This design comes from an exercise in tuning for small area on the open sky130 flow, not from production work.
RTL that was checked went through simulation tests only; none was proved equivalent to the original.
Only the layout flow was run in runs 1 and 2; the RTL was not checked for function there.
The clock cells of runs 2 to 5 come from the design's own scripts or RTL, not from TritonCTS.
The clock port is modelled as an ideal driver, which makes a skipped or thinned clock tree look cheaper than it is; a real chip needs a root buffer or a tree.
No activity file was given, so power comes from the tool's default toggle rates.

**flow/config.mk**
```make
export PLATFORM = sky130hd
export DESIGN_NAME = UART_top
export DESIGN_NICKNAME = UART_top
export VERILOG_FILES = /design/flow/design.v
export SDC_FILE = /design/flow/constraint.sdc
export NUM_CORES = 4
export LEC_CHECK = 0
export CAP_MARGIN = 20
export CORE_MARGIN = 2
export CORE_UTILIZATION = 40
export CTS_BUF_LIST = sky130_fd_sc_hd__clkbuf_4 sky130_fd_sc_hd__clkbuf_8
export CTS_CLUSTER_DIAMETER = 300
export CTS_CLUSTER_SIZE = 60
export SLEW_MARGIN = 20
```
**flow/constraint.sdc**
```tcl
create_clock -name core_clock -period 10.0 [get_ports {clk}]
set_input_delay 2.0000 -clock core_clock [delete_from_list [all_inputs] [get_ports {clk}]]
set_output_delay 2.0000 -clock core_clock [all_outputs]
set_load 0.01 [all_outputs]
```
**flow/design.v**
```verilog
`timescale 1ns/10ps
module UART_top(
    input  clk,
    input  res,
    input  RX,
    output TX
);
localparam [12:0] T_RX   = 13'b1000100010000;
localparam [12:0] K5000  = 13'b1000010110000;
localparam [12:0] T_TX   = 13'b1000100010000;
localparam [12:0] KT5000 = 13'b1000010110000;
function [12:0] step(input [12:0] x);
  step = {x[11:0], x[12] ^ x[9] ^ x[7] ^ x[4]};
endfunction
localparam [12:0] P = 13'b1010101010101;
reg  [5:0]  s;
reg  [12:0] rcq;          
reg         rxd;
wire [12:0] rc    = rcq ^ P;
wire        idle  = s[5];
wire        init  = s[5] & s[4];
wire [1:0]  bc    = s[4:3];
wire [2:0]  bi    = s[2:0];
wire        rtc   = (rc == T_RX);
wire        wt    = ~idle & (rc == 13'd0);
wire        det   = wt & ~RX & rxd;
wire        first = (bc == 2'd3);
wire        samp  = ~idle & rtc;
wire        last  = samp & (bi == 3'd7);
wire        leave = idle & rtc & (s[3:0] == 4'd12);
wire        clr   = last | leave;
always @(posedge clk or negedge res)
  if (~res) s <= 6'b110000;
  else if (init) s <= {5'b10000, RX};
  else if (idle) begin
    if (rtc) s <= leave ? 6'b011000 : (RX ? {2'b10, s[3:0] + 4'd1} : 6'b100000);
  end else if (det & first) s <= 6'b000000;
  else if (samp) begin
    if (bi == 3'd7) s <= {1'b0, (bc == 2'd2) ? 2'd0 : bc + 2'd1, 3'd0};
    else s <= s + 6'd1;
  end
wire [12:0] rs = step(rc);
always @(posedge clk) begin
  rxd <= RX & ~last;
  if (init | (rtc & ~clr)) rcq <= K5000 ^ P;
  else rcq <= {rs[12:10], rs[9] & ~clr, rs[8:6], rs[5] & ~clr, rs[4],
               rs[3] | (det & first), rs[2] | (det & ~first), rs[1:0]} ^ P;
end
reg       o0, o2, c;
reg       rz;           
reg [7:0] R;            
wire ok  = ~(o2 & o0);
wire a   = R[0];
wire bb  = RX ^ o0;
wire f   = o2 ? (c ? (a | RX) : (a & RX)) : (a ^ bb ^ c);
wire co  = (a & bb) | (a & c) | (bb & c);
wire vf  = c & ~RX;
reg  [3:0]  t;          
reg  [12:0] tq;           
wire [12:0] tcnt = tq ^ P;
wire ttc    = (tcnt == T_TX);
wire active = t[3] | (t == 4'd7);
wire rot    = t[3] & ttc;
always @(posedge clk) begin
  if (samp & (bc == 2'd0)) begin
    case (bi)
      3'd0: begin o0 <= RX; c <= 1'b1; end
      3'd1: o2 <= RX;
      3'd2: begin c <= c & (RX ^ o2); o2 <= RX; end
      3'd3: c <= c & RX;
      3'd7: begin o2 <= o2 | ~vf; o0 <= ~vf | (~o2 & o0); c <= o0; end
      default: c <= c & ~RX;
    endcase
  end
  if (samp & (bc == 2'd2) & ~o2) c <= co;
end
always @(posedge clk or negedge res)
  if (~res) rz <= 1'b0;
  else if (samp & (bc == 2'd1) & ok) rz <= 1'b1;
always @(posedge clk)
  if (rot) R <= {R[0], R[7:1]};
  else if (samp & ok & (bc == 2'd1)) R <= {RX, R[7:1]};
  else if (samp & ok & (bc == 2'd2)) R <= {f, R[7:1]};
always @(posedge clk or negedge res)
  if (~res) t <= 4'd0;
  else if (last & (bc == 2'd2)) t <= 4'd2;
  else if ((t != 4'd0 & ~active) | (active & ttc)) t <= t + 4'd1;
always @(posedge clk)
  if (~active | ttc) tq <= KT5000 ^ P;
  else tq <= step(tcnt) ^ P;
assign TX = t[3] ? (R[0] & rz) : (t != 4'd7);
endmodule
```
**flow/flow/run.sh**
```bash
#!/bin/bash
# Own layout flow: the standard flow (standard.sh), with two changes:
#  - synthesis maps the logic with an area-oriented ABC script (flow/area.abc)
#    instead of ORFS's speed script, and without ORFS's adder extraction;
#    the Yosys script is otherwise the standard flow's own (synth_recipe.tcl), so the
#    registers, their names and cell types are those of the standard synthesis;
#  - clock tree synthesis builds a small tree (no dummy loads).
# Each tool's output goes to a log file in this folder.
set -euo pipefail
W=$PWD
sed '/^source \$::env(SCRIPTS_DIR)\/synth_preamble.tcl/a set abc_args [lreplace $abc_args 1 1 $::env(MY_ABC_SCRIPT)]' \
  "$FLOW_HOME/scripts/synth.tcl" > "$W/synth_area.tcl"
grep -q 'MY_ABC_SCRIPT' "$W/synth_area.tcl"
sed "s#source \$::env(SCRIPTS_DIR)/synth.tcl#source $W/synth_area.tcl#" "$W/synth_recipe.tcl" > "$W/my_synth.tcl"
grep -q "synth_area.tcl" "$W/my_synth.tcl"
CTS="-sink_clustering_enable -repair_clock_nets -dont_use_dummy_load ${MY_CTS_EXTRA:-}"
bash "$W/standard.sh" SYNTH_SCRIPT="$W/my_synth.tcl" MY_ABC_SCRIPT="$W/flow/area.abc" ADDER_MAP_FILE= \
  "CTS_ARGS=$CTS" finish > "$W/flow_make.log" 2>&1
```
**flow/flow/area.abc**
```
strash
dch -f
amap
strash
dch -f
amap
strash
dch -f
amap
```
**flow/standard.sh**
```bash
#!/bin/bash
# synth_recipe.tcl (not shown) runs the flow's synth.tcl, then flattens the netlist and writes it again
# the make line also repeats each setting of config.mk as NAME=value (left out here)
make -C /OpenROAD-flow-scripts/flow DESIGN_CONFIG=/design/flow/config.mk WORK_HOME=/design/flow/orfs CLKGATE_MAP_FILE= SYNTH_SCRIPT=/design/flow/synth_recipe.tcl "${@:-finish}"
```
==> impl_metrics.toml, run 1 <==
[run_status]
run_status = "timing/DRC/antenna clean"

[die]
io_pins = 4
fp.coreArea_mm2 = 0.00469
start_util_pct = 41.0
num_rows = 25
dieArea_mm2 = 0.00538
die_x_um = 73.3
dieHeight_um = 73.3

[critical_path]
timing.critical_path.cells = "clkdlybuf4s50_1 -> clkinv_1 -> nand4_1 -> or3_1 -> or3_1 -> a311oi_1 -> nor2_1"
reg2reg_depth = 8
crit_path_frequent_cell = "or3_1"
startpoint = "RX"
cp_max_fo = 7
worstSetupEndpointType = "flip-flop"
cp_data_required_time_ns = 10.17
critPathArrivalTime_ns = 3.88
cp_slowest_cell = "clkdlybuf4s50_1"
r2r-start = "rcq[4]"
critPathKind = "in2reg"
slowest_delay_ns = 0.53
crit_path_start_kind = "input pin"

[clock_tree]
cts_made_buffers = 5
htreeDepth = 2
cts.clk_slew.worst_paths_ns = 0.09
clock_latency_ns = 0.30
clock-root-buffer = "clkbuf_8"
ctsHoldBuffers = 0
cts_tree = "done"
post_cts_resized = 0
cts_setup_buffers = 0
cts_sinks = 49
cts_buffer_depth = 2

[cells_and_area]
final_util_pct = 44.5
final_cell_area_mm2 = 0.00209
drive_above_1_share_pct = 3.26
fin_cells = 269
synthToLayoutAreaGrowth_pct = 8.66
fin_nets = 220
antenna_cells = 0
n_fill_cell = 470

[drt]
num_vias = 1422
wl_um = 3430
vias_per_cell = 5.29
drt-initial-drc-count = 91
ant_nets = 0
first_pass_iters = 4
drcViolationCount = 0
wire_per_inst_um = 12.7

[pwr]
p_total_mw = 0.315
vdd_drop_max_mv = 0.0552
leakagePower_nw = 0.755
power_density_mw_per_mm2 = 151

[worst_hold_path]
whs_path_depth = 1
worstHoldPathType = "reg2reg"
hp-start = "tq[1]"

[timing]
fin_ws_ns = 6.29
fin_setup_tns_ns = 0
clock.fmax_ghz = 0.269
report.final.setup_viol = 0
maxSlewHeadroom_pct = 33.9
finClkSkew_ns = 0.0195
timing.hold.ws_ns = 0.383
drv_slew = 0
hold_viol = 0
tightest_slew_ns = 0.981
period_needed_ns = 3.71
period_share_pct = 37.1
rsz0062_at_grt = "false"

[logic_synthesis]
netlist_area_mm2 = 0.00192
synthArstFlopShare_pct = 22.4
netlist_instances = 207
ys_seq_elements = 49
seq_area_frac_synth_pct = 59.8
avgSynthCellArea_um2 = 9.28
syn_nets = 210
synth-main-ff-cell = "dfxtp_1"
netlist.area_leader.share_pct = 28.1
ys_top_cells_by_area = "dfxtp_1 28%, edfxtp_1 17%, dfrtp_1 12%"
ys_warn_count = 1
yosysUniqueCellTypes = 31
synth_top_area_cell = "dfxtp_1"
synth_edf_count = 11

[placement]
gp_congestion = 0.866
numPlacedInstances = 264
numPortBuffers = 3
dp_hpwl_um = 2520
place_area_mm2 = 0.00202
dpl_worst_slack_ns = 6.01

[global_routing]
antenna_found_initial = 0
grt_max_degree = 16
gr-total-overflow = 0
grt_pass1_vias = 1405
grt_first_pass_wirelength_um = 6160
grtUsageTotal_pct = 15.2

[run]
drv_cap = 0
worst max-delay path: cells and delay by family:
family | cells | cell delay [ns]
AO/OA/AOI/OAI | 1 | 0.28
buffers and inverters | 2 | 0.70
AND/OR/NAND/NOR | 4 | 0.89
final cells by class:
type,instances,area (um2),share of cell area (%)
inverter,20,75.1,3.59
tap,54,67.6,3.24
clock buffer,5,68.8,3.30
timing repair buffer,3,30.0,1.44
sequential,49,1150,55.0
multi-input combinational,138,698,33.4
power breakdown:
part / internal (mW) / switching (mW)
sequential: 0.203 / 0.00139
combinational: 0.00318 / 0.00540
clock: 0.0451 / 0.0571
layer usage:
metal | global-route usage, % | routed length [um]
met5 | 0 | 0
met4 | 6.67 | 63
met3 | 4.94 | 106
met2 | 22.9 | 1500
met1 | 19.8 | 1760
state kept, by name (all words and copies together), names as in the netlist:
name  flops
rxd       1
o2        1
R         8
s         6
tq       13
c         1
rz        1
o0        1
rcq      13
t         4
cell usage in the layout (no fill, tap or decap), types with 2 or more instances in the layout:
master and instances:
dfrtp_1 9, or2_0 4, edfxtp_1 11, o22ai_1 4, nand3_1 5, o21ai_0 12
nor2_1 38, nor4_1 4, o221ai_1 2, clkbuf_8 5, or3_1 5, clkinv_1 20
a31oi_1 2, o32ai_1 2, dfstp_2 2, nor3_1 10, nand4_1 2, a21oi_1 13
nand2_1 21, clkdlybuf4s50_1 3, a211oi_1 2, dfxtp_1 27
logic make-up (layout without fill, tap and decap cells):
family | after synthesis | in the layout | synth area share [%]
and+or+nand+nor | 91 | 91 | 21.0
DFF | 49 | 49 | 59.8
AOI/OAI and AO/OA | 46 | 46 | 14.8
buffers and inverters | 20 | 28 | 3.91
xor gates and xnor gates | 1 | 1 | 0.456
cells in the mapped netlist, drive strengths merged, types with 4 or more instances:
library cell and instances:
edfxtp 11, dfrtp 9, or2 4, a21oi 13, o21ai 13, clkinv 20
nand2 21, nor3 10, o22ai 4, nor2 38, nand3 5, dfxtp 27
nor4 4, or3 5
final timing paths:
kind | to | slack [ns]
setup / recovery | s[3] | 6.29
hold / removal | tq[2] | 0.38
setup reg to reg | rcq[5] | 6.97
hold reg to reg | tq[2] | 0.38
max in group asynchronous | s[4] | 7.59
min in group asynchronous | rz | 2.03
==> inputs of run 2 (changes only) <==
==> flow/flow/run.sh (replaced) <==
#!/bin/bash
# Own layout flow: the standard flow (standard.sh, all ORFS steps), with:
#  - synthesis mapping the logic with an area-oriented ABC script (flow/area.abc)
#    instead of ORFS's speed script, and without ORFS's adder extraction; the
#    Yosys script is otherwise the standard flow's own (synth_recipe.tcl), so the registers,
#    their names and cell types are those of the standard synthesis;
#  - the smallest buffer (buf_1) on the input and output ports;
#  - the clock buffered by flow/cts_pre.tcl (one clkbuf per cluster of
#    flip-flops) in place of TritonCTS's H-tree.
# The make output goes to flow_make.log, each step's tool log to orfs/logs/.
set -euo pipefail
export CLK_BUFS=${CLK_BUFS:-3} CLK_BUF_CELL=${CLK_BUF_CELL:-sky130_fd_sc_hd__clkbuf_8}
W=$PWD
F=$W/flow
sed '/^source \$::env(SCRIPTS_DIR)\/synth_preamble.tcl/a set abc_args [lreplace $abc_args 1 1 $::env(MY_ABC_SCRIPT)]' \
  "$FLOW_HOME/scripts/synth.tcl" > "$W/synth_area.tcl"
grep -q 'MY_ABC_SCRIPT' "$W/synth_area.tcl"
sed "s#source \$::env(SCRIPTS_DIR)/synth.tcl#source $W/synth_area.tcl#" "$W/synth_recipe.tcl" > "$W/my_synth.tcl"
grep -q "synth_area.tcl" "$W/my_synth.tcl"
bash "$W/standard.sh" SYNTH_SCRIPT="$W/my_synth.tcl" MY_ABC_SCRIPT="$F/area.abc" ADDER_MAP_FILE= \
  "BUFFER_PORTS_ARGS=-buffer_cell sky130_fd_sc_hd__buf_1" PRE_CTS_TCL="$F/cts_pre.tcl" \
  finish > "$W/flow_make.log" 2>&1
==> flow/flow/clk_split.tcl (new file) <==
# Drive the clock's register pins through N buffers of type CELL, one per group of
# registers split by position (k-means on the pin locations), each buffer placed at
# its group's centroid.
proc clk_split {N CELL} {
  set block [ord::get_db_block]
  set net [$block findNet clk]
  set pins {}
  foreach it [$net getITerms] {
    if {[$it isInputSignal] || [[$it getMTerm] getSigType] eq "CLOCK" || 1} {
      set inst [$it getInst]
      if {[[$inst getMaster] isBlock]} continue
      lassign [$it getAvgXY] ok x y
      if {!$ok} { lassign [$inst getLocation] x y }
      lappend pins [list $it $x $y]
    }
  }
  # k-means with N centers, initialized along x
  set sorted [lsort -real -index 1 $pins]
  set n [llength $sorted]
  set centers {}
  for {set k 0} {$k < $N} {incr k} {
    set p [lindex $sorted [expr {int(($k + 0.5) * $n / $N)}]]
    lappend centers [list [lindex $p 1] [lindex $p 2]]
  }
  for {set iter 0} {$iter < 20} {incr iter} {
    set groups {}
    for {set k 0} {$k < $N} {incr k} { lappend groups {} }
    foreach p $pins {
      set best 0; set bd 1e30
      for {set k 0} {$k < $N} {incr k} {
        lassign [lindex $centers $k] cx cy
        set d [expr {abs([lindex $p 1]-$cx) + abs([lindex $p 2]-$cy)}]
        if {$d < $bd} { set bd $d; set best $k }
      }
      lset groups $best [concat [lindex $groups $best] [list $p]]
    }
    set centers {}
    foreach g $groups {
      set sx 0; set sy 0
      foreach p $g { set sx [expr {$sx + [lindex $p 1]}]; set sy [expr {$sy + [lindex $p 2]}] }
      set m [expr {max(1, [llength $g])}]
      lappend centers [list [expr {$sx / $m}] [expr {$sy / $m}]]
    }
  }
  set master [[ord::get_db] findMaster $CELL]
  if {$master eq "NULL" || $master eq ""} { error "clk_split: no cell $CELL" }
  set k 0
  foreach g $groups c $centers {
    if {[llength $g] == 0} continue
    set inst [odb::dbInst_create $block $master "clkbuf_m$k"]
    set onet [odb::dbNet_create $block "clknet_m$k"]
    $onet setSigType CLOCK
    [$inst findITerm A] connect $net
    [$inst findITerm X] connect $onet
    foreach p $g {
      set it [lindex $p 0]
      $it disconnect
      $it connect $onet
    }
    lassign $c cx cy
    $inst setLocation [expr {int($cx)}] [expr {int($cy)}]
    $inst setPlacementStatus PLACED
    puts "clk_split: buffer $k ($CELL) drives [llength $g] pins"
    incr k
  }
  set left [llength [$net getITerms]]
  puts "clk_split: clock port net now has $left cell pins"
  if {$left != $k} { error "clk_split: $left cell pins left on the clock net, expected $k" }
}
==> flow/flow/cts_pre.tcl (new file) <==
# Sourced by ORFS's cts.tcl just before clock_tree_synthesis (PRE_CTS_TCL).
# The design has few flip-flops in a small area, so instead of TritonCTS's
# H-tree the clock port drives CLK_BUFS buffers (default one), each placed at
# the centroid of the flip-flop clock pins it drives; clock_tree_synthesis is
# then skipped.
source [file join [file dirname [info script]] clk_split.tcl]
set nbuf [expr {[info exists ::env(CLK_BUFS)] ? $::env(CLK_BUFS) : 1}]
set cell [expr {[info exists ::env(CLK_BUF_CELL)] ? $::env(CLK_BUF_CELL) : "sky130_fd_sc_hd__clkbuf_8"}]
clk_split $nbuf $cell
rename clock_tree_synthesis orig_clock_tree_synthesis
proc clock_tree_synthesis {args} { puts "clock_tree_synthesis skipped: clock buffered by cts_pre.tcl" }
--- a/flow/config.mk
+++ b/flow/config.mk
@@ -10,5 +10,2 @@
 export CORE_UTILIZATION = 40
-export CTS_BUF_LIST = sky130_fd_sc_hd__clkbuf_4 sky130_fd_sc_hd__clkbuf_8
-export CTS_CLUSTER_DIAMETER = 300
-export CTS_CLUSTER_SIZE = 60
 export SLEW_MARGIN = 20
==> run 2 against run 1 <==
Against the previous run: critical endpoint unchanged; via count grew 1.3%; register-to-register slack gained 0.05 ns; highest routed layer unchanged; synthesized area is the same; worst hold slack lost 0.0026 ns; worst setup slack gained 0.30 ns; sequential power is essentially flat; final cell count shrank 0.74%.
==> impl_metrics.toml, run 2 <==
[die]
num_rows = 25
io_pins = 4
dieHeight_um = 73.3
fp.coreArea_mm2 = 0.00469
dieArea_mm2 = 0.00538
die_x_um = 73.3
start_util_pct = 41.0

[timing]
period_needed_ns = 3.41
drv_slew = 0
tightest_slew_ns = 0.884
maxSlewHeadroom_pct = 40.4
hold_viol = 0
fin_ws_ns = 6.59
report.final.setup_viol = 0
clock.fmax_ghz = 0.293
period_share_pct = 34.1
timing.hold.ws_ns = 0.381
finClkSkew_ns = 0.0312
rsz0062_at_grt = "false"
fin_setup_tns_ns = 0

[critical_path]
slowest_delay_ns = 0.39
cp_max_fo = 7
reg2reg_depth = 8
cp_data_required_time_ns = 10.06
critPathKind = "in2reg"
timing.critical_path.cells = "buf_1 -> clkinv_1 -> nand4_1 -> or3_1 -> or3_1 -> a311oi_1 -> nor2_1"
r2r-start = "rcq[4]"
critPathArrivalTime_ns = 3.47
crit_path_frequent_cell = "or3_1"
cp_slowest_cell = "or3_1"
timing.rr.end = "rcq[2]"
crit_buf_inv = 2
reg2reg_slack_ns = 7.02
worstSetupEndpointType = "flip-flop"
crit_path_start_kind = "input pin"
cp_top_family = "simple AND/OR/NAND/NOR gates"

[pwr]
leakagePower_nw = 0.731
vdd_drop_max_mv = 0.0487
power_density_mw_per_mm2 = 140
p_total_mw = 0.287

[worst_hold_path]
hp-start = "tq[1]"
whs_endpoint = "tq[2]"
worstHoldPathType = "reg2reg"
whs_path_depth = 1

[cells_and_area]
final_cell_mix = "38 x nor2_1, 27 x dfxtp_1, 21 x nand2_1"
drive_above_1_share_pct = 2.35
fin_nets = 218
synthToLayoutAreaGrowth_pct = 6.25
antenna_cells = 0
n_fill_cell = 471
multi_input_comb_area_um2 = 698
final_common_cell = "nor2_1"
seqCellArea_mm2 = 0.00115
reg_top3 = "rcq x13, tq x13, R x8"

[drt]
drcViolationCount = 0
vias_per_cell = 5.40
wl_met1_um = 1700
wl_met3_um = 95
top_layer = "met4"
first_pass_iters = 4
drt-initial-drc-count = 96
wire_per_inst_um = 12.8
wl_um = 3430
route.met2.wl_um = 1600
num_vias = 1441
ant_nets = 0

[logic_synthesis]
synthArstFlopShare_pct = 22.4
netlist_instances = 207
ys_top_cells_by_area = "dfxtp_1 28%, edfxtp_1 17%, dfrtp_1 12%"
synth_commonest_cells = "38 x nor2_1, 27 x dfxtp_1, 21 x nand2_1, 20 x clkinv_1"
synth_top_area_cell = "dfxtp_1"
syn_nets = 210
netlist.area_leader.share_pct = 28.1
synth_edf_count = 11
yosysMostFrequentCell = "nor2_1"
avgSynthCellArea_um2 = 9.28
netlist_area_mm2 = 0.00192
synth-main-ff-cell = "dfxtp_1"
yosysUniqueCellTypes = 31
ys_seq_elements = 49
ys_warn_count = 1
seq_area_frac_synth_pct = 59.8

[run_status]
run_status = "timing/DRC/antenna clean"

[placement]
dpl_worst_slack_ns = 6.40
gp_congestion = 0.862
numPortBuffers = 3
dp_hpwl_um = 2550

[clock_tree]
clock_latency_ns = 0.17
ctsHoldBuffers = 0
cts_setup_buffers = 0
post_cts_resized = 0
cts.clk_slew.worst_paths_ns = 0.11

[global_routing]
antenna_found_initial = 0
grt_max_degree = 21
grt_first_pass_wirelength_um = 6130
grt_pass1_vias = 1367
grtUsageTotal_pct = 13.6
gr-total-overflow = 0

[run]
drv_cap = 0
==> run 2: cell counts after synthesis <==
No cell type changed its count.
==> run 2: routing by layer <==
layer / up-vias / GRT usage [%]
met3: 3 / 1.23
met1: 677 / 19.7
met5: - / 0
met2: 17 / 23.2
li1: 744 / -
met4: 0 / 1.21
==> run 2: report_power, final <==
group | internal [mW] | total (mW) | switching [mW]
clock network | 0.0278 | 0.0741 | 0.0463
logic | 0.00265 | 0.00812 | 0.00547
registers | 0.203 | 0.205 | 0.00146
==> run 2: cells by family (layout without fill, tap and decap cells) <==
family                 Yosys count  in the layout  synth area share [%]
AO/OA/AOI/OAI                   46             46                  14.8
XOR/XNOR                         1              1                 0.456
buffers and inverters           20             26                  3.91
flip-flops                      49             49                  59.8
AND/OR/NAND/NOR                 91             91                  21.0
==> run 2: area by class of cell <==
class                   instances  area share [%]
multi-input cells             138            34.2
inverters                      20            3.68
plain buffers                   3            2.02
repair buffers                  3           0.551
flip-flops and latches         49            56.2
well taps                      54            3.31
==> run 2: worst reg2reg max path: cells and delay by family, from the launching register on <==
| kind | cells | cell delay (ns) |
|---|---|---|
| AOI/OAI and AO/OA | 2 | 0.42 |
| DFF | 1 | 0.36 |
| and+or+nand+nor | 5 | 1.86 |
| buffers and inverters | 1 | 0.24 |
==> run 2: worst max path at each step <==
stage	start	endpoint	slack (ns)	cells after the start
finish	RX	s[3]	6.59	7
global route	RX	s[3]	6.50	7
CTS	RX	s[0]	6.40	7
detailed placement	RX	s[0]	6.40	7
global placement	RX	s[3]	6.44	7
floorplan	RX	s[3]	6.71	6
==> run 2: metrics by stage <==
stage,instance area (um2),utilization (%),cells
floorplan,1920,-,207
global placement,2000,42.6,264
detailed placement,2000,42.6,264
CTS,2040,43.5,267
global route,2040,43.5,267
finish,2040,43.5,267
==> inputs of run 3 (changes only) <==
--- a/flow/design.v
+++ b/flow/design.v
@@ -49,3 +49,2 @@
 reg       o0, o2, c;
-reg       rz;           
 reg [7:0] R;            
@@ -76,7 +75,5 @@
 end
-always @(posedge clk or negedge res)
-  if (~res) rz <= 1'b0;
-  else if (samp & (bc == 2'd1) & ok) rz <= 1'b1;
 always @(posedge clk)
-  if (rot) R <= {R[0], R[7:1]};
+  if (idle & rtc) R <= {1'b0, R[7:1]};
+  else if (rot) R <= {R[0], R[7:1]};
   else if (samp & ok & (bc == 2'd1)) R <= {RX, R[7:1]};
@@ -90,3 +87,3 @@
   else tq <= step(tcnt) ^ P;
-assign TX = t[3] ? (R[0] & rz) : (t != 4'd7);
+assign TX = t[3] ? R[0] : (t != 4'd7);
 endmodule
==> flow/flow/run.sh (replaced) <==
#!/bin/bash
# Own layout flow: the standard flow (standard.sh, all ORFS steps), with:
#  - synthesis: the standard flow's own Yosys script (synth_recipe.tcl, ORFS synth.tcl),
#    except that ABC maps the logic with each area-oriented script in flow/abc/
#    and the smallest result is kept (flow/abc_multi.tcl), and ORFS's adder
#    extraction is off.  Flip-flops are mapped before ABC, so the registers,
#    their names and cell types are those of the standard synthesis;
#  - the smallest buffer (buf_1) on the input and output ports;
#  - the clock port drives CLK_BUFS clock buffers, each at the centroid of its
#    cluster of flip-flops (flow/cts_pre.tcl, flow/clk_split.tcl), in place of
#    TritonCTS's H-tree.
# The make output goes to flow_make.log; each step's tool log to orfs/logs/.
set -euo pipefail
export CLK_BUFS=${CLK_BUFS:-3} CLK_BUF_CELL=${CLK_BUF_CELL:-sky130_fd_sc_hd__clkbuf_8}
W=$PWD
F=$W/flow
sed -e "/^source \$::env(SCRIPTS_DIR)\/synth_preamble.tcl/a source $F/abc_multi.tcl" \
    -e 's/^  log_cmd abc {\*}\$abc_args/  abc_multi $abc_args/' \
  "$FLOW_HOME/scripts/synth.tcl" > "$W/synth_multi.tcl"
[ "$(grep -c 'abc_multi' "$W/synth_multi.tcl")" = 2 ]
sed "s#source \$::env(SCRIPTS_DIR)/synth.tcl#source $W/synth_multi.tcl#" "$W/synth_recipe.tcl" > "$W/my_synth.tcl"
grep -q "synth_multi.tcl" "$W/my_synth.tcl"
bash "$W/standard.sh" SYNTH_SCRIPT="$W/my_synth.tcl" "MY_ABC_SCRIPTS=$(echo $F/abc/*.abc)" ADDER_MAP_FILE= \
  "BUFFER_PORTS_ARGS=-buffer_cell sky130_fd_sc_hd__buf_1" PRE_CTS_TCL="$F/cts_pre.tcl" \
  finish > "$W/flow_make.log" 2>&1
==> flow/flow/abc/a1.abc (new file) <==
strash
dch -f
amap
strash
dch -f
amap
strash
dch -f
amap
==> flow/flow/abc/a2.abc (new file) <==
strash
dch -f
amap
strash
dch -f
amap
==> flow/flow/abc/a3.abc (new file) <==
strash
balance
rewrite
refactor
balance
rewrite
rewrite -z
balance
refactor -z
rewrite -z
balance
dch -f
amap
strash
dch -f
amap
==> flow/flow/abc/a4.abc (new file) <==
strash
dch -f
amap
strash
dch -f
map -a
==> flow/flow/abc/a5.abc (new file) <==
strash
dch -f
map -a
strash
dch -f
map -a
==> flow/flow/abc/d1.abc (new file) <==
strash
&get -n
&deepsyn -J 200
&put
dch -f
amap
==> flow/flow/abc/d2.abc (new file) <==
strash
&get -n
&deepsyn -J 200 -S 2
&put
dch -f
amap
==> flow/flow/abc/d3.abc (new file) <==
strash
&get -n
&deepsyn -J 200 -S 3
&put
dch -f
amap
==> flow/flow/abc/d4.abc (new file) <==
strash
&get -n
&deepsyn -J 1000
&put
dch -f
amap
==> flow/flow/abc_multi.tcl (new file) <==
# Runs ABC once per script in $::env(MY_ABC_SCRIPTS) (a list of files) on the same
# design and keeps the smallest result by liberty cell area. Only the combinational
# logic changes between the tries: ABC does not touch the mapped flip-flops.
proc abc_multi {abc_args} {
  puts "abc_multi: scripts $::env(MY_ABC_SCRIPTS)"
  set lib [lindex $abc_args [expr {[lsearch $abc_args -liberty] + 1}]]
  design -save my_pre_abc
  set best ""
  set best_area 1e30
  foreach s $::env(MY_ABC_SCRIPTS) {
    design -load my_pre_abc
    abc {*}[lreplace $abc_args 1 1 $s]
    opt_clean
    set st [tee -q -s result.string stat -liberty $lib]
    if {![regexp {Chip area for module [^:]*: ([0-9.]+)} $st -> area]} { error "abc_multi: no area for $s" }
    puts "abc_multi: $s area $area"
    if {$area < $best_area} { set best_area $area; set best $s; design -save my_best_abc }
  }
  design -load my_best_abc
  puts "abc_multi: kept $best area $best_area"
}
removed: flow/flow/area.abc
==> run 3 against run 2 <==
Against the previous run: final cell count shrank 2.2%; highest routed layer unchanged; critical path type unchanged; die area shrank 2.5%; clock power shrank 1%; critical endpoint unchanged; first-iteration DRC count shrank 65%; synthesized cell count shrank 1.9%; worst setup slack lost 0.10 ns.
==> impl_metrics.toml, run 3 <==
[worst_hold_path]
hp-start = "tq[5]"
whs_endpoint = "tq[6]"
worstHoldPathType = "reg2reg"
whs_path_depth = 1

[clock_tree]
post_cts_resized = 0
cts.clk_slew.worst_paths_ns = 0.11
ctsHoldBuffers = 0
cts_setup_buffers = 0
clock_latency_ns = 0.16

[logic_synthesis]
syn_nets = 206
synthArstFlopShare_pct = 20.8
netlist_instances = 203
synthMuxAreaShare_pct = 0
synth-compound-area-share_pct = 14.8
synthAdderAreaFrac_pct = 0
synth-xor-area-share_pct = 0
ys_top_cells_by_area = "dfxtp_1 30%, edfxtp_1 16%, dfrtp_1 11%"
synth-main-ff-cell = "dfxtp_1"
ys_warn_count = 1
netlist.area_leader.share_pct = 30.0
yosysMostFrequentCell = "nor2_1"
synthSimpleGateAreaFrac_pct = 20.8
yosysUniqueCellTypes = 32
synth_commonest_cells = "36 x nor2_1, 28 x dfxtp_1, 24 x clkinv_1, 23 x nand2_1, 15 x o21ai_0"
netlist_area_mm2 = 0.00187
synth_top_family_by_area = "simple AND/OR/NAND/NOR gates"
avgSynthCellArea_um2 = 9.21
synth_edf_count = 10
seq_area_frac_synth_pct = 59.5
synth_top_area_cell = "dfxtp_1"
ys_seq_elements = 48

[die]
io_pins = 4
num_rows = 24
start_util_pct = 42.1
fp.coreArea_mm2 = 0.00444
dieHeight_um = 72.4
die_x_um = 72.4
dieArea_mm2 = 0.00524

[global_routing]
grt_pass1_vias = 1312
gr-usage-met3_pct = 0.972
gr-total-overflow = 0
antenna_found_initial = 0
grt_max_degree = 20
grtUsageTotal_pct = 13.4
grt_use_met2_pct = 22.8
met1_usage_pct = 19.4
grt.busiest_layer = "met2"
grt_first_pass_wirelength_um = 5890

[drt]
first_pass_iters = 4
vias_per_cell = 5.25
num_vias = 1370
ant_nets = 0
wire_per_inst_um = 12.6
drcViolationCount = 0
drt-initial-drc-count = 34
wl_um = 3280

[timing]
tightest_slew_ns = 0.906
period_needed_ns = 3.52
maxSlewHeadroom_pct = 39.0
fin_setup_tns_ns = 0
period_share_pct = 35.2
report.final.setup_viol = 0
rsz0062_at_grt = "false"
hold_viol = 0
finClkSkew_ns = 0.0197
clock.fmax_ghz = 0.284
drv_slew = 0

[cells_and_area]
drive_above_1_share_pct = 2.39
antenna_cells = 0
final_common_cell = "nor2_1"
fin_nets = 214
n_fill_cell = 442
synthToLayoutAreaGrowth_pct = 6.29
reg_top3 = "rcq x13, tq x13, R x8"
final_cell_mix = "36 x nor2_1, 28 x dfxtp_1, 24 x clkinv_1"

[placement]
gp_congestion = 0.782
dp_hpwl_um = 2490
numPortBuffers = 3

[critical_path]
critPathArrivalTime_ns = 3.61
r2r-start = "rcq[9]"
crit_path_start_kind = "input pin"
reg2reg_depth = 8
critPathKind = "in2reg"
reg2reg_slack_ns = 7.03
timing.rr.end = "R[7]"
worstSetupEndpointType = "flip-flop"
cp_data_required_time_ns = 10.09
cp_max_fo = 7

[run_status]
run_status = "timing/DRC/antenna clean"

[pwr]
power_density_mw_per_mm2 = 137
vdd_drop_max_mv = 0.0984
leakagePower_nw = 0.693
p_total_mw = 0.273

[run]
drv_cap = 0
==> run 3: critical path: stages <==
cell and delay, ns:
buf_1 0.14, clkinv_1 0.15, nand4_1 0.10, or3_1 0.33, nor4_1 0.29, nor2_1 0.14
o21ai_0 0.15, nand2_1 0.08, o21ai_0 0.07, o31a_1 0.15
==> run 3: worst max path at each step <==
| stage | startpoint | to |
|---|---|---|
| 2_1_floorplan | RX | s[3] |
| 3_3_place_gp | RX | s[3] |
| 3_5_place_dp | RX | s[3] |
| 4_1_cts | RX | s[3] |
| 5_1_grt | RX | s[3] |
| 6_report | RX | s[3] |
==> run 3: power by group <==
part / internal [mW] / switching, mW / total, mW
sequential: 0.197 / 0.0000536 / 0.197
clock: 0.0278 / 0.0454 / 0.0732
combinational: 0.000662 / 0.00203 / 0.00269
==> run 3: logic make-up (layout without fill, tap and decap cells) <==
group | count (synthesis) | count (layout)
buffers and inverters | 24 | 30
AND/OR/NAND/NOR | 88 | 88
AO/OA/AOI/OAI | 43 | 43
flip-flops | 48 | 48
==> run 3: metrics by stage <==
step           hold WS (ns)  cells  instance area [um2]  utilization [%]  setup slack [ns]
6_report              0.391    261                 1990             44.7              6.48
3_5_place_dp          0.367    258                 1950             43.8              6.33
2_1_floorplan         0.358    203                 1870                -              6.68
5_1_grt               0.416    261                 1990             44.7              6.26
3_3_place_gp          0.366    258                 1950             43.8              6.38
4_1_cts               0.368    261                 1990             44.7              6.32
==> run 3: final cells by class <==
cell class	count	area [um2]	area share, %
buffer	3	41.3	2.08
inverter	24	90.1	4.53
multi-input combinational	131	667	33.5
sequential	48	1110	56.0
tap	52	65.1	3.27
timing repair buffer	3	11.3	0.566
==> run 3: routing by layer <==
metal / vias to the layer above / wire length [um]
met5: - / 0
met4: 0 / 29
met3: 4 / 95
met2: 14 / 1480
met1: 623 / 1680
li1: 729 / -
==> inputs of run 4 (changes only) <==
--- a/flow/design.v
+++ b/flow/design.v
@@ -9,4 +9,6 @@
 localparam [12:0] K5000  = 13'b1000010110000;
-localparam [12:0] T_TX   = 13'b1000100010000;
-localparam [12:0] KT5000 = 13'b1000010110000;
+localparam [12:0] T_TX   = 13'b0000100101110;
+localparam [12:0] M_TX   = 13'b1011011111101;   
+localparam [12:0] KT5    = 13'b0110000010010;
+localparam [12:0] KT5000 = 13'b0110010010010;
 function [12:0] step(input [12:0] x);
@@ -17,4 +19,4 @@
 reg  [12:0] rcq;          
-reg         rxd;
 wire [12:0] rc    = rcq ^ P;
+wire        rxd   = rc[0];
 wire        idle  = s[5];
@@ -24,3 +26,3 @@
 wire        rtc   = (rc == T_RX);
-wire        wt    = ~idle & (rc == 13'd0);
+wire        wt    = ~idle & (rc[12:1] == 12'd0);
 wire        det   = wt & ~RX & rxd;
@@ -43,6 +45,6 @@
 always @(posedge clk) begin
-  rxd <= RX & ~last;
   if (init | (rtc & ~clr)) rcq <= K5000 ^ P;
   else rcq <= {rs[12:10], rs[9] & ~clr, rs[8:6], rs[5] & ~clr, rs[4],
-               rs[3] | (det & first), rs[2] | (det & ~first), rs[1:0]} ^ P;
+               rs[3] | (det & first), rs[2] | (det & ~first), rs[1] & ~wt,
+               (wt | leave) ? RX : rs[0]} ^ P;
 end
@@ -57,6 +59,5 @@
 reg  [3:0]  t;          
-reg  [12:0] tq;           
+reg  [12:0] tq;         
 wire [12:0] tcnt = tq ^ P;
-wire ttc    = (tcnt == T_TX);
-wire active = t[3] | (t == 4'd7);
+wire ttc    = ((tcnt & M_TX) == (T_TX & M_TX));  
 wire rot    = t[3] & ttc;
@@ -82,6 +83,7 @@
   if (~res) t <= 4'd0;
-  else if (last & (bc == 2'd2)) t <= 4'd2;
-  else if ((t != 4'd0 & ~active) | (active & ttc)) t <= t + 4'd1;
+  else if (last & (bc == 2'd2)) t <= 4'd6;
+  else if ((t != 4'd0) & ttc) t <= t + 4'd1;
 always @(posedge clk)
-  if (~active | ttc) tq <= KT5000 ^ P;
+  if (t == 4'd0) tq <= KT5 ^ P;
+  else if (ttc) tq <= KT5000 ^ P;
   else tq <= step(tcnt) ^ P;
==> flow/flow/abc/d0.abc (new file) <==
strash
&get -n
&deepsyn -J 200 -S 0
&put
dch -f
amap
==> flow/flow/abc/d1.abc (replaced) <==
strash
&get -n
&deepsyn -J 200 -S 1
&put
dch -f
amap
==> flow/flow/abc/d5.abc (new file) <==
strash
&get -n
&deepsyn -J 200 -S 5
&put
dch -f
amap
==> flow/flow/abc/d7.abc (new file) <==
strash
&get -n
&deepsyn -J 200 -S 7
&put
dch -f
amap
==> flow/flow/abc/e0.abc (new file) <==
strash
&get -n
&deepsyn -J 200 -S 0
&put
dch
amap
==> flow/flow/abc/e1.abc (new file) <==
strash
&get -n
&deepsyn -J 200 -S 1
&put
dch
amap
==> flow/flow/abc/e2.abc (new file) <==
strash
&get -n
&deepsyn -J 200 -S 2
&put
dch
amap
==> flow/flow/abc/e3.abc (new file) <==
strash
&get -n
&deepsyn -J 200 -S 3
&put
dch
amap
==> flow/flow/abc/e5.abc (new file) <==
strash
&get -n
&deepsyn -J 200 -S 5
&put
dch
amap
==> flow/flow/abc/e7.abc (new file) <==
strash
&get -n
&deepsyn -J 200 -S 7
&put
dch
amap
==> flow/flow/abc/j1000.abc (new file) <==
strash
&get -n
&deepsyn -J 1000
&put
dch -f
amap
removed: flow/flow/abc/a4.abc
removed: flow/flow/abc/a5.abc
removed: flow/flow/abc/d4.abc
==> run 4 against run 3 <==
Against the previous run: worst setup slack improved by 0.14 ns; utilization fell by 0.47 points; sequential share of layout area rose by 0.34 points; critical path type unchanged; synthesized cell count fell by 0.99%.
==> impl_metrics.toml, run 4 <==
[drt]
first_pass_iters = 4
vias_per_cell = 5.19
wire_per_inst_um = 12.1
drcViolationCount = 0
drt-initial-drc-count = 160
wl_um = 3140
ant_nets = 0
num_vias = 1345

[critical_path]
critPathKind = "in2reg"
crit_path_frequent_cell = "o21ai_0"
worstSetupEndpointType = "flip-flop"
startpoint = "RX"
timing.critical_path.cells = "buf_1 -> clkinv_1 -> o22ai_1 -> nand2_1 -> o21ai_0 -> o221ai_1 -> nand3_1 -> o21ai_0 -> a221oi_1"
cp_top_family = "compound AO/OA/AOI/OAI gates"
crit_buf_inv = 2
cp_slowest_cell = "a221oi_1"
crit_path_start_kind = "input pin"
cp_data_required_time_ns = 10.05
slowest_delay_ns = 0.27
r2r-start = "rcq[7]"
cp_max_fo = 8
critPathArrivalTime_ns = 3.43

[clock_tree]
ctsHoldBuffers = 0
cts_setup_buffers = 0
post_cts_resized = 0
clock_latency_ns = 0.16
cts.clk_slew.worst_paths_ns = 0.10

[logic_synthesis]
seq_area_frac_synth_pct = 60.0
syn_nets = 204
synth_commonest_cells = "39 x nor2_1, 29 x nand2_1, 27 x dfxtp_1, 22 x clkinv_1, 12 x o21ai_0"
yosysUniqueCellTypes = 31
avgSynthCellArea_um2 = 9.07
yosysMostFrequentCell = "nor2_1"
ys_warn_count = 1
ys_seq_elements = 47
synthArstFlopShare_pct = 21.3
ys_top_cells_by_area = "dfxtp_1 30%, edfxtp_1 16%, dfrtp_1 11%"
synth-main-ff-cell = "dfxtp_1"
netlist_area_mm2 = 0.00182
netlist.area_leader.share_pct = 29.6
synth_edf_count = 10
netlist_instances = 201
synth_top_area_cell = "dfxtp_1"

[die]
die_x_um = 71.5
num_rows = 24
dieHeight_um = 71.5
dieArea_mm2 = 0.00511
io_pins = 4
fp.coreArea_mm2 = 0.00438
start_util_pct = 41.6

[pwr]
p_total_mw = 0.267
power_density_mw_per_mm2 = 138
leakagePower_nw = 0.762
vdd_drop_max_mv = 0.123

[global_routing]
antenna_found_initial = 0
gr-total-overflow = 0
grt_first_pass_wirelength_um = 5550
grt_max_degree = 18
grtUsageTotal_pct = 13.0
grt_pass1_vias = 1231

[cells_and_area]
reg_top3 = "rcq x13, tq x13, R x8"
drive_above_1_share_pct = 2.42
n_fill_cell = 440
multi_input_comb_area_um2 = 647
seqCellArea_mm2 = 0.00109
final_cell_mix = "39 x nor2_1, 29 x nand2_1, 27 x dfxtp_1"
fin_nets = 212
final_common_cell = "nor2_1"
antenna_cells = 0
synthToLayoutAreaGrowth_pct = 6.45

[worst_hold_path]
worstHoldPathType = "reg2reg"
hp-start = "tq[11]"

[timing]
report.final.setup_viol = 0
tightest_slew_ns = 0.719
drv_slew = 0
hold_viol = 0
period_needed_ns = 3.38
maxSlewHeadroom_pct = 50.8
timing.hold.ws_ns = 0.380
clock.fmax_ghz = 0.296
finClkSkew_ns = 0.0222
fin_setup_tns_ns = 0
period_share_pct = 33.8
rsz0062_at_grt = "false"

[run_status]
run_status = "timing/DRC/antenna clean"

[placement]
gp_congestion = 0.882
numPortBuffers = 3
dp_hpwl_um = 2390

[run]
drv_cap = 0
[run 4: changes by cell type after synthesis, moves of 2 or more]
cell and change:
a21oi_1 +2, clkinv_1 -2, nand2_1 +6, nand3_1 +2, nand4_1 -3, nor2_1 +3
nor3_1 -3, o21a_1 +2, o21ai_0 -3, o22ai_1 -3, o31ai_1 +2, o32a_1 -2
o32ai_1 -2, or3_1 -2
[run 4: power breakdown]
| group | total [mW] | leakage [nW] | internal (mW) | switching, mW |
|---|---|---|---|---|
| registers | 0.193 | 0.462 | 0.193 | 0 |
| logic | 0.00229 | 0.279 | 0.000602 | 0.00169 |
| clock network | 0.0712 | 0.0216 | 0.0277 | 0.0435 |
| total | 0.267 | 0.762 | 0.222 | 0.0452 |
[run 4: worst paths after layout]
kind	endpoint	slack (ns)	cells after the start
worst max-delay path	R[7]	6.62	9
worst min-delay path	tq[12]	0.38	1
worst max register to register	R[1]	7.17	7
worst min register to register	tq[12]	0.38	1
max in group asynchronous	s[0]	7.84	1
min in group asynchronous	s[3]	1.78	1
[run 4: cells by family after synthesis]
logic type / synth area share, %
and+or+nand+nor: 20.9
AOI/OAI and AO/OA: 14.1
DFF: 60.0
xor gates and xnor gates: 0.481
buffers and inverters: 4.53
[run 4: layout make-up]
cell class,count,share of cell area [%]
plain buffers,3,2.13
repair buffers,3,0.580
well taps,52,3.35
multi-input cells,132,33.3
flip-flops and latches,47,56.4
inverters,22,4.26
[run 4: metrics by stage]
stage / setup WS, ns / std cells / area (um2) / util (%)
global placement: 6.55 / 256 / 1900 / 43.3
CTS: 6.47 / 259 / 1940 / 44.3
finish: 6.62 / 259 / 1940 / 44.3
floorplan: 6.96 / 201 / 1820 / -
detailed placement: 6.47 / 256 / 1900 / 43.3
global route: 6.35 / 259 / 1940 / 44.3
[run 4: per-layer routing]
| layer | track usage [%] | up-vias | part of all wire (%) |
|---|---|---|---|
| met1 | 20.0 | 612 | 50 |
| met4 | 2.10 | 0 | 1.4 |
| met3 | 1.55 | 2 | 5.9 |
| met2 | 20.1 | 28 | 43 |
| met5 | 0 | - | 0 |
| li1 | - | 703 | - |
==> inputs of run 5 (changes only) <==
--- a/flow/design.v
+++ b/flow/design.v
@@ -17,3 +17,5 @@
 localparam [12:0] P = 13'b1010101010101;
-reg  [5:0]  s;
+reg  [5:0]  sq;             
+localparam [5:0] S0 = 6'b110000;
+wire [5:0]  s     = sq ^ S0;
 reg  [12:0] rcq;          
@@ -23,21 +25,24 @@
 wire        init  = s[5] & s[4];
-wire [1:0]  bc    = s[4:3];
 wire [2:0]  bi    = s[2:0];
-wire        rtc   = (rc == T_RX);
-wire        wt    = ~idle & (rc[12:1] == 12'd0);
+wire        bop   = ~s[4] & ~s[3];
+wire        ba    = s[3];
+wire        bb    = s[4];
+wire        first = s[4] & s[3];    
+wire        b7    = s[2] & s[1] & s[0];
+wire        rtc   = ((rc & 13'b1101111111111) == (T_RX & 13'b1101111111111));  
+wire        wt    = ~idle & (rc[10:1] == 10'd0);   
 wire        det   = wt & ~RX & rxd;
-wire        first = (bc == 2'd3);
 wire        samp  = ~idle & rtc;
-wire        last  = samp & (bi == 3'd7);
-wire        leave = idle & rtc & (s[3:0] == 4'd12);
+wire        last  = samp & b7;
+wire        leave = idle & rtc & s[3] & s[2];     
 wire        clr   = last | leave;
 always @(posedge clk or negedge res)
-  if (~res) s <= 6'b110000;
-  else if (init) s <= {5'b10000, RX};
+  if (~res) sq <= 6'd0;
+  else if (init) sq <= {5'b10000, RX} ^ S0;
   else if (idle) begin
-    if (rtc) s <= leave ? 6'b011000 : (RX ? {2'b10, s[3:0] + 4'd1} : 6'b100000);
-  end else if (det & first) s <= 6'b000000;
+    if (rtc) sq <= (leave ? 6'b011000 : (RX ? {2'b10, s[3:0] + 4'd1} : 6'b100000)) ^ S0;
+  end else if (det & first) sq <= S0;
   else if (samp) begin
-    if (bi == 3'd7) s <= {1'b0, (bc == 2'd2) ? 2'd0 : bc + 2'd1, 3'd0};
-    else s <= s + 6'd1;
+    if (b7) sq <= {1'b0, s[3], bop, 3'd0} ^ S0;
+    else sq <= {s[5:3], bi + 3'd1} ^ S0;
   end
@@ -54,5 +59,5 @@
 wire a   = R[0];
-wire bb  = RX ^ o0;
-wire f   = o2 ? (c ? (a | RX) : (a & RX)) : (a ^ bb ^ c);
-wire co  = (a & bb) | (a & c) | (bb & c);
+wire bx  = RX ^ o0;
+wire f   = o2 ? (c ? (a | RX) : (a & RX)) : (a ^ bx ^ c);
+wire co  = (a & bx) | (a & c) | (bx & c);
 wire vf  = c & ~RX;
@@ -63,4 +68,5 @@
 wire rot    = t[3] & ttc;
+wire tidle  = ~t[3] & ~t[2];       
 always @(posedge clk) begin
-  if (samp & (bc == 2'd0)) begin
+  if (samp & bop) begin
     case (bi)
@@ -74,3 +80,3 @@
   end
-  if (samp & (bc == 2'd2) & ~o2) c <= co;
+  if (samp & bb & ~o2) c <= co;
 end
@@ -79,13 +85,13 @@
   else if (rot) R <= {R[0], R[7:1]};
-  else if (samp & ok & (bc == 2'd1)) R <= {RX, R[7:1]};
-  else if (samp & ok & (bc == 2'd2)) R <= {f, R[7:1]};
+  else if (samp & ok & ba) R <= {RX, R[7:1]};
+  else if (samp & ok & bb) R <= {f, R[7:1]};
 always @(posedge clk or negedge res)
   if (~res) t <= 4'd0;
-  else if (last & (bc == 2'd2)) t <= 4'd6;
-  else if ((t != 4'd0) & ttc) t <= t + 4'd1;
+  else if (last & bb) t <= 4'd6;
+  else if (~tidle & ttc) t <= t + 4'd1;
 always @(posedge clk)
-  if (t == 4'd0) tq <= KT5 ^ P;
+  if (tidle) tq <= KT5 ^ P;
   else if (ttc) tq <= KT5000 ^ P;
   else tq <= step(tcnt) ^ P;
-assign TX = t[3] ? R[0] : (t != 4'd7);
+assign TX = t[3] ? R[0] : ~t[0];    
 endmodule
--- a/flow/flow/run.sh
+++ b/flow/flow/run.sh
@@ -3,6 +3,8 @@
 #  - synthesis: the standard flow's own Yosys script (synth_recipe.tcl, ORFS synth.tcl),
-#    except that ABC maps the logic with each area-oriented script in flow/abc/
-#    and the smallest result is kept (flow/abc_multi.tcl), and ORFS's adder
-#    extraction is off.  Flip-flops are mapped before ABC, so the registers,
-#    their names and cell types are those of the standard synthesis;
+#    except that ABC maps the logic with area-oriented scripts (flow/abc/) and
+#    the smallest result is kept (flow/abc_multi.tcl), and ORFS's adder
+#    extraction is off.  The scripts are first tried in four parallel
+#    synthesis runs (try0..try3, logs in try*.log and try*/logs/); the layout's
+#    synthesis then runs the best one.  Flip-flops are mapped before ABC, so the
+#    registers, their names and cell types are those of the standard synthesis;
 #  - the smallest buffer (buf_1) on the input and output ports;
@@ -11,3 +13,3 @@
 #    TritonCTS's H-tree.
-# The make output goes to flow_make.log; each step's tool log to orfs/logs/.
+# The layout's make output goes to flow_make.log; each step's tool log to orfs/logs/.
 set -euo pipefail
@@ -22,3 +24,18 @@
 grep -q "synth_multi.tcl" "$W/my_synth.tcl"
-bash "$W/standard.sh" SYNTH_SCRIPT="$W/my_synth.tcl" "MY_ABC_SCRIPTS=$(echo $F/abc/*.abc)" ADDER_MAP_FILE= \
+
+# try the ABC scripts in four parallel synthesis runs
+scripts=("$F"/abc/*.abc)
+for i in 0 1 2 3; do
+  group=""
+  for ((j = i; j < ${#scripts[@]}; j += 4)); do group="$group ${scripts[j]}"; done
+  make -C "$FLOW_HOME" DESIGN_CONFIG="$W/config.mk" WORK_HOME="$W/try$i" CLKGATE_MAP_FILE= \
+    SYNTH_SCRIPT="$W/my_synth.tcl" "MY_ABC_SCRIPTS=$group" ADDER_MAP_FILE= synth > "$W/try$i.log" 2>&1 &
+done
+wait
+grep -h '^abc_multi: /.* area ' "$W"/try*/logs/*/*/*/1_2_yosys.log | sort -t' ' -k4,4g -k2,2 > "$W/abc_tries.txt"
+best=$(head -1 "$W/abc_tries.txt" | cut -d' ' -f2)
+[ -f "$best" ]
+echo "best ABC script: $best" >> "$W/abc_tries.txt"
+
+bash "$W/standard.sh" SYNTH_SCRIPT="$W/my_synth.tcl" "MY_ABC_SCRIPTS=$best" ADDER_MAP_FILE= \
   "BUFFER_PORTS_ARGS=-buffer_cell sky130_fd_sc_hd__buf_1" PRE_CTS_TCL="$F/cts_pre.tcl" \
==> flow/flow/abc/d10.abc (new file) <==
strash
&get -n
&deepsyn -J 200 -S 10
&put
dch -f
amap
==> flow/flow/abc/d4.abc (new file) <==
strash
&get -n
&deepsyn -J 200 -S 4
&put
dch -f
amap
==> flow/flow/abc/d6.abc (new file) <==
strash
&get -n
&deepsyn -J 200 -S 6
&put
dch -f
amap
==> flow/flow/abc/d8.abc (new file) <==
strash
&get -n
&deepsyn -J 200 -S 8
&put
dch -f
amap
==> flow/flow/abc/d9.abc (new file) <==
strash
&get -n
&deepsyn -J 200 -S 9
&put
dch -f
amap
==> flow/flow/abc/e10.abc (new file) <==
strash
&get -n
&deepsyn -J 200 -S 10
&put
dch
amap
==> flow/flow/abc/e4.abc (new file) <==
strash
&get -n
&deepsyn -J 200 -S 4
&put
dch
amap
==> flow/flow/abc/e6.abc (new file) <==
strash
&get -n
&deepsyn -J 200 -S 6
&put
dch
amap
==> flow/flow/abc/e8.abc (new file) <==
strash
&get -n
&deepsyn -J 200 -S 8
&put
dch
amap
==> flow/flow/abc/e9.abc (new file) <==
strash
&get -n
&deepsyn -J 200 -S 9
&put
dch
amap
==> run 5 against run 4 <==
Against the previous run: register-to-register slack got worse by 0.27 ns; synthesized area is 0.14% lower; critical path depth down 3; first-iteration DRC count fell by 67%; maximum frequency decreased by 0.42%; global-route usage increased by 0.14 points; clock skew fell by 0.0014 ns; sequential share of layout area is 0.056 points lower; via count down 1.3%; critical path type unchanged.
==> impl_metrics.toml, run 5 <==
[timing]
drv_slew = 0
rsz0062_at_grt = "false"
fin_ws_ns = 6.60
report.final.setup_viol = 0
period_needed_ns = 3.40
clock.fmax_ghz = 0.294
period_share_pct = 34.0
tightest_slew_ns = 0.942
fin_setup_tns_ns = 0
hold_viol = 0
finClkSkew_ns = 0.0208
maxSlewHeadroom_pct = 36.5

[worst_hold_path]
worstHoldPathType = "reg2reg"

[clock_tree]
clock_latency_ns = 0.16
ctsHoldBuffers = 0
post_cts_resized = 0
cts_setup_buffers = 0
cts.clk_slew.worst_paths_ns = 0.09

[critical_path]
reg2reg_slack_ns = 6.90
cp_max_fo = 10
reg2reg_depth = 4
timing.critical_path.cells = "buf_1 -> nor4b_1 -> nor2_1 -> o21ai_0 -> a31oi_1 -> a21o_1"
crit_path_start_kind = "input pin"
startpoint = "RX"
slowest_delay_ns = 0.44
cp_slowest_cell = "nor4b_1"
worstSetupEndpointType = "flip-flop"
critPathKind = "in2reg"
r2r-start = "rcq[0]"
timing.rr.end = "R[2]"
cp_data_required_time_ns = 10.04
setup.worst_path.end = "sq[3]"
critPathArrivalTime_ns = 3.44

[die]
fp.coreArea_mm2 = 0.00438
io_pins = 4
dieArea_mm2 = 0.00511
start_util_pct = 41.5
dieHeight_um = 71.5
num_rows = 24
die_x_um = 71.5

[logic_synthesis]
ys_top_cells_by_area = "dfxtp_1 30%, edfxtp_1 16%, dfrtp_1 14%"
ys_warn_count = 1
yosysUniqueCellTypes = 28
syn_nets = 199
synth-main-ff-cell = "dfxtp_1"
yosysMostFrequentCell = "nor2_1"
netlist.area_leader.share_pct = 29.7
synthArstFlopShare_pct = 21.3
synth_top_area_cell = "dfxtp_1"
synth_commonest_cells = "34 x nor2_1, 27 x dfxtp_1, 24 x clkinv_1, 19 x nand2_1, 14 x o21ai_0"
ys_seq_elements = 47
avgSynthCellArea_um2 = 9.29
netlist_instances = 196
netlist_area_mm2 = 0.00182
synth_edf_count = 10
seq_area_frac_synth_pct = 59.9

[global_routing]
gr-usage-met3_pct = 0.985
grt_max_degree = 19
met1_usage_pct = 20.7
antenna_found_initial = 0
gr-total-overflow = 0
grtUsageTotal_pct = 13.1
grt_pass1_vias = 1235
grt_first_pass_wirelength_um = 5630
grt_use_met2_pct = 20.7
grt.busiest_layer = "met2"

[cells_and_area]
final_cell_area_mm2 = 0.00194
synthToLayoutAreaGrowth_pct = 6.46
fin_nets = 207
n_fill_cell = 441
drive_above_1_share_pct = 1.49
reg_top3 = "rcq x13, tq x13, R x8"
antenna_cells = 0
final_common_cell = "nor2_1"
final_cell_mix = "34 x nor2_1, 27 x dfxtp_1, 24 x clkinv_1"

[pwr]
switchingPower_mw = 0.0480
combPwrFrac_pct = 1.4
p_seq_share_pct = 71.7
leakagePower_nw = 0.705
power_density_mw_per_mm2 = 140
p_total_mw = 0.271
p_int_mw = 0.223
p_clk_share_pct = 26.9
switching_share_pct = 17.7
vdd_drop_max_mv = 0.0669

[placement]
numPortBuffers = 3
place_area_mm2 = 0.00190
dp_hpwl_um = 2480
gp_congestion = 0.851
dpl_worst_slack_ns = 6.45

[drt]
wire_per_inst_um = 12.6
first_pass_iters = 4
ant_nets = 0
wl_um = 3200
num_vias = 1328
drcViolationCount = 0
drt-initial-drc-count = 53
vias_per_cell = 5.23

[run]
drv_cap = 0

[run_status]
run_status = "timing/DRC/antenna clean"
-- run 5: how the worst min path moves through the flow --
stage	endpoint	cells past startpoint	from	slack, ns
after floorplan	tq[12]	1	tq[11]	0.34
after detailed placement	tq[2]	1	tq[1]	0.36
after CTS	tq[2]	1	tq[1]	0.36
after global placement	tq[2]	1	tq[1]	0.35
final	tq[9]	1	tq[8]	0.37
after global routing	tq[2]	1	tq[1]	0.40
-- run 5: cells by family (layout without fill, tap and decap cells) --
| family | Yosys count | after routing | synth area share [%] |
|---|---|---|---|
| AO/OA/AOI/OAI | 48 | 48 | 15.9 |
| buffers and inverters | 24 | 30 | 4.95 |
| flip-flops | 47 | 47 | 59.9 |
| AND/OR/NAND/NOR | 77 | 77 | 19.2 |
-- run 5: final cells by class --
class	count	area [um2]	area share [%]
repair buffers	3	11.3	0.581
inverters	24	90.1	4.65
plain buffers	3	41.3	2.13
multi-input cells	125	639	33.0
flip-flops and latches	47	1090	56.3
well taps	52	65.1	3.36
-- run 5: worst max-delay path, delay by kind of cell --
family / cells / cell delay, ns
AOI/OAI and AO/OA: 3 / 0.66
buffers and inverters: 1 / 0.21
and+or+nand+nor: 2 / 0.57
-- run 5: power by group through the flow --
stage          Combinational, mW  Sequential (mW)  Clock [mW]
3_5_place_dp             0.00383            0.198           0
6_report                 0.00374            0.194      0.0729
4_1_cts                  0.00384            0.198      0.0557
3_3_place_gp             0.00382            0.198           0
2_1_floorplan            0.00193            0.198           0
5_1_grt                  0.00437            0.194      0.0821
-- run 5: per-layer routing --
| layer | up-vias | share of wire [%] |
|---|---|---|
| met4 | 0 | 1.3 |
| met3 | 4 | 2.1 |
| met2 | 9 | 43 |
| met1 | 609 | 54 |
| li1 | 706 | - |
| met5 | - | 0 |
-- run 5: metrics by stage --
| step | instances | utilization (%) | hold slack (ns) |
|---|---|---|---|
| detailed placement | 251 | 43.3 | 0.363 |
| global placement | 251 | 43.3 | 0.354 |
| CTS | 254 | 44.2 | 0.357 |
| finish | 254 | 44.2 | 0.369 |
| global route | 254 | 44.2 | 0.401 |
| floorplan | 196 | - | 0.343 |

-- what the ideal ports hide --
Ports are ideal in the flow. The routed layouts listed here were re-timed in OpenROAD.
Step 1 (the two cells are an assumption about what drives the block):
set clk [get_ports {clk}]
set_driving_cell -lib_cell sky130_fd_sc_hd__clkbuf_16 $clk
set_driving_cell -lib_cell sky130_fd_sc_hd__buf_2 [delete_from_list [all_inputs] $clk]
Step 2 times the ports against the registers' clock, not the clock port: input delays grow and output delays shrink by t, the midpoint of the rising clock arrivals with the driver on.
a / b / c = ideal ports / drivers / drivers and shift; a / b = the first two.
run	t (ns)	setup slack, ns	hold WS [ns]	clock arrival spread, ns	slew at the worst register clock pin (ns)
run 1	0.322	6.287 / 6.293 / 5.971	0.383 / 0.383 / 0.383	0.020 / 0.019	0.09 / 0.09
run 2	0.200	6.585 / 6.612 / 6.412	0.381 / 0.381 / 0.381	0.031 / 0.031	0.11 / 0.11
run 3	0.196	6.481 / 6.501 / 6.305	0.391 / 0.391 / 0.391	0.020 / 0.020	0.11 / 0.11
run 4	0.192	6.617 / 6.639 / 6.447	0.380 / 0.380 / 0.380	0.022 / 0.022	0.10 / 0.10
run 5	0.195	6.603 / 6.621 / 6.426	0.369 / 0.369 / 0.369	0.021 / 0.020	0.10 / 0.10
After both steps every run listed still meets setup and hold. The setup slack of run 1, which loses most, moves by +0.006 ns with the drivers and by -0.316 ns with both steps.
